This is an optimization exercise on Yosys and OpenROAD, whose aim is small area, not a production implementation. Function was checked by simulation only, so behaviour that the tests miss may differ from the original. Power figures rest on the tool's default switching activity, not on a simulated workload.

Setup of job 8922:
// db_filter
module db_filter ( clk,
					 rst, 
					 bs_luma,
					 bs_chroma_1, 
					 bs_chroma_2, 
                     qp1_i, qp2_i,
					 select,
					 p3_1_i, p2_1_i, p1_1_i, p0_1_i, q0_1_i, q1_1_i, q2_1_i, q3_1_i,
                     p3_2_i, p2_2_i, p1_2_i, p0_2_i, q0_2_i, q1_2_i, q2_2_i, q3_2_i,
                     p3_3_i, p2_3_i, p1_3_i, p0_3_i, q0_3_i, q1_3_i, q2_3_i, q3_3_i,
                     p3_4_i, p2_4_i, p1_4_i, p0_4_i, q0_4_i, q1_4_i, q2_4_i, q3_4_i,
					 p3_1_o, p2_1_o, p1_1_o, p0_1_o, q0_1_o, q1_1_o, q2_1_o, q3_1_o,
                     p3_2_o, p2_2_o, p1_2_o, p0_2_o, q0_2_o, q1_2_o, q2_2_o, q3_2_o,
                     p3_3_o, p2_3_o, p1_3_o, p0_3_o, q0_3_o, q1_3_o, q2_3_o, q3_3_o,
                     p3_4_o, p2_4_o, p1_4_o, p0_4_o, q0_4_o, q1_4_o, q2_4_o, q3_4_o
                    );
For scale: ~650 flip-flops, roughly 44000 µm² of cells after synthesis.
==> flow/config.mk <==
export PLATFORM = sky130hd
export DESIGN_NAME = db_filter
export DESIGN_NICKNAME = db_filter
export VERILOG_FILES = /design/flow/design.v
export SDC_FILE = /design/flow/constraint.sdc
export NUM_CORES = 8
export LEC_CHECK = 0
export CAP_MARGIN = 20
export CORE_MARGIN = 2
export CORE_UTILIZATION = 65
export SETUP_SLACK_MARGIN = 0.1
export SLEW_MARGIN = 20
==> flow/constraint.sdc <==
create_clock -name core_clock -period 9.0 [get_ports {clk}]
set_input_delay 1.8000 -clock core_clock [delete_from_list [all_inputs] [get_ports {clk}]]
set_output_delay 1.8000 -clock core_clock [all_outputs]
set_load 0.01 [all_outputs]
standard.sh (not shown) runs the stock make flow with config.mk's settings and CLKGATE_MAP_FILE= SYNTH_SCRIPT=/design/flow/synth_recipe.tcl, a recipe that flattens the netlist after the stock synthesis.
==> flow/flow/run.sh <==
#!/bin/bash
set -euo pipefail
HERE=$(pwd)
FLOWDIR=$HERE/flow

# ORFS synth.tcl with the ABC script replaced by ours
sed -e "s#-script \$abc_script#-script $FLOWDIR/abc_area.script#" \
    $FLOW_HOME/scripts/synth_preamble.tcl > $HERE/my_synth_preamble.tcl
sed -e "s#source \$::env(SCRIPTS_DIR)/synth_preamble.tcl#source $HERE/my_synth_preamble.tcl#" \
    -e "s#extract_fa {\*}\[dont_use_extract_fa_args\]#extract_fa -fa#" \
    $FLOW_HOME/scripts/synth.tcl > $HERE/my_synth.tcl
grep -q "my_synth_preamble.tcl" $HERE/my_synth.tcl
grep -q "extract_fa -fa" $HERE/my_synth.tcl
grep -q "$FLOWDIR/abc_area.script" $HERE/my_synth_preamble.tcl
# The standard flow's synthesis script, sourcing the modified synth.tcl
sed -e "s#source \$::env(SCRIPTS_DIR)/synth.tcl#source $HERE/my_synth.tcl#" \
    $HERE/synth_recipe.tcl > $HERE/my_synth_recipe.tcl
grep -q "my_synth.tcl" $HERE/my_synth_recipe.tcl
# standard.sh with our synthesis script
sed -e "s#SYNTH_SCRIPT=[^ ]*#SYNTH_SCRIPT=$HERE/my_synth_recipe.tcl#" $HERE/standard.sh > $HERE/my_standard.sh
grep -q "my_synth_recipe.tcl" $HERE/my_standard.sh

export SYNTH_ARGS="-noabc"
export BUFFER_PORTS_ARGS="-buffer_cell sky130_fd_sc_hd__buf_1"
if [[ -s $FLOWDIR/cts_args.txt ]]; then
  export CTS_ARGS="$(cat $FLOWDIR/cts_args.txt)"
fi
bash $HERE/my_standard.sh > $HERE/standard.log 2>&1
==> flow/flow/abc_area.script <==
strash
dch -f
amap -A 1000 -F 1000
==> flow/flow/cts_args.txt <==
-sink_clustering_enable -repair_clock_nets -dont_use_dummy_load -buf_list sky130_fd_sc_hd__clkbuf_8 -sink_clustering_size 16 -sink_clustering_max_diameter 60
Here is what was changed in the inputs of job 7038 compared with job 8922.
Settings: CORE_UTILIZATION now 60, was 65; SETUP_SLACK_MARGIN no longer set, was 0.1.
[summary]
Job 7038 ends up with higher worst-case headroom to the max-slew limit than job 8922 does. Remaining antenna violation count: job 7038 vs job 8922 identical. Taking job 8922 as the reference, in job 7038 sequential share of layout area closely matched the old numbers; total design power shrank by 1.4%; clock group share of total power picked up an extra 0.7 points. Lower initial antenna violation count goes to job 7038 over job 8922. Going from job 8922 to job 7038, the maximum frequency was found to have gone down by 1.2 MHz. Going from job 8922 to job 7038, worst hold slack up 16 ps; fraction of power spent switching nets flat. In the metrics for job 8922 and job 7038, the one carrying the higher horizontal extent of the die is job 7038. On detailed-route via count, job 8922 loses to job 7038.
> inputs changed (job 7038 -> job 4320)
Settings: CORE_UTILIZATION changed from 60 to 50; SETUP_SLACK_MARGIN newly set to 0.1.
==> flow/flow/cts_args.txt <==
-sink_clustering_enable -repair_clock_nets -dont_use_dummy_load -buf_list sky130_fd_sc_hd__clkbuf_8 -sink_clustering_size 18 -sink_clustering_max_diameter 70
- The stage delay of the slowest cell on the critical path of job 4320 is lower than that of job 7038.
- Job 4320 vs. job 7038: floorplan die height went up by 9.4%.
- The time the worst path needs with I/O delays and setup of job 4320 is lower than that of job 7038.
- Diff job 4320 and job 7038: area taken by multi-input logic gates lower in job 7038
- Status: clock skew parity (job 4320, job 7038)
- Max combinational power across job 4320 and job 7038: job 4320
--- input diff job 4320..job 5220 ---
Settings: CORE_UTILIZATION changed from 50 to 70; SETUP_SLACK_MARGIN removed (was 0.1).
==> flow/flow/cts_args.txt <==
-sink_clustering_enable -repair_clock_nets -dont_use_dummy_load -buf_list sky130_fd_sc_hd__clkbuf_8 -sink_clustering_size 16 -sink_clustering_max_diameter 60
--- outcome ---
Comparing sequential share of layout area for job 4320 and job 5220, the smaller number came from job 4320. Compared with job 4320, job 5220 shows filler cell count lower by about 50%. Horizontal die dimension shrinks by more than 10% when moving from job 4320 to job 5220. sky130_fd_sc_hd__fa_1 as the highest-delay cell along the critical path was reported by job 5220, and sky130_fd_sc_hd__fa_2 by job 4320. Relative to job 4320, the number of global-route vias before repair measured on job 5220 has increased by a little under 10%. Relative to job 4320, design area decreased by 1.3% in job 5220. Per the comparison of job 5220 with job 4320, met1 track utilization from global routing picked up an extra 13 points; area of the core went down by 29%; wire length on met1 saw a decrease; total power saw an increase. Number of standard cells in the layout, taps in and fillers out for job 5220: 332 down relative to job 4320.
Here is what was changed in the inputs of job 8430 compared with job 5220.
Settings: swapping 70 for 55 in CORE_UTILIZATION.
[summary]
Min total power across job 5220 and job 8430: job 8430. Power density over the cells delta for job 8430 relative to job 5220: about 1.4% lower. Taking job 5220 as the reference, in job 8430 wire length on met3 lost about 27%; arrival time of data at the critical path endpoint lost 30 ps.

-- separate check: timing with driven ports --
How much do the figures lean on ideal ports? The routed layouts below were timed once more, with nothing changed but the port constraints. Step 1, drivers: a clkbuf_16 drives clk and a buf_2 each remaining input, both assumed. Step 2 times the ports against the registers' clock, not the clock port: input delays grow and output delays shrink by t, the midpoint of the rising clock arrivals with the driver on. Three values: ideal ports, drivers, drivers and shift; two values: the first two.
| run | t (ns) | setup WS [ns] | slew at the worst register clock pin (ns) |
|---|---|---|---|
| job 8922 | 0.760 | 0.267 / 0.203 / 0.255 | 0.11 / 0.11 |
| job 7038 | 0.768 | 0.177 / 0.108 / 0.180 | 0.10 / 0.10 |
| job 4320 | 0.808 | 0.290 / 0.224 / 0.369 | 0.12 / 0.12 |
| job 5220 | 0.757 | 0.186 / 0.120 / 0.216 | 0.11 / 0.11 |
| job 8430 | 0.762 | 0.216 / 0.157 / 0.317 | 0.10 / 0.10 |
After both steps every run listed still meets setup and hold. For job 8922, which loses most, drivers alone change the setup slack by -0.064 ns; drivers and shift together by -0.012 ns.
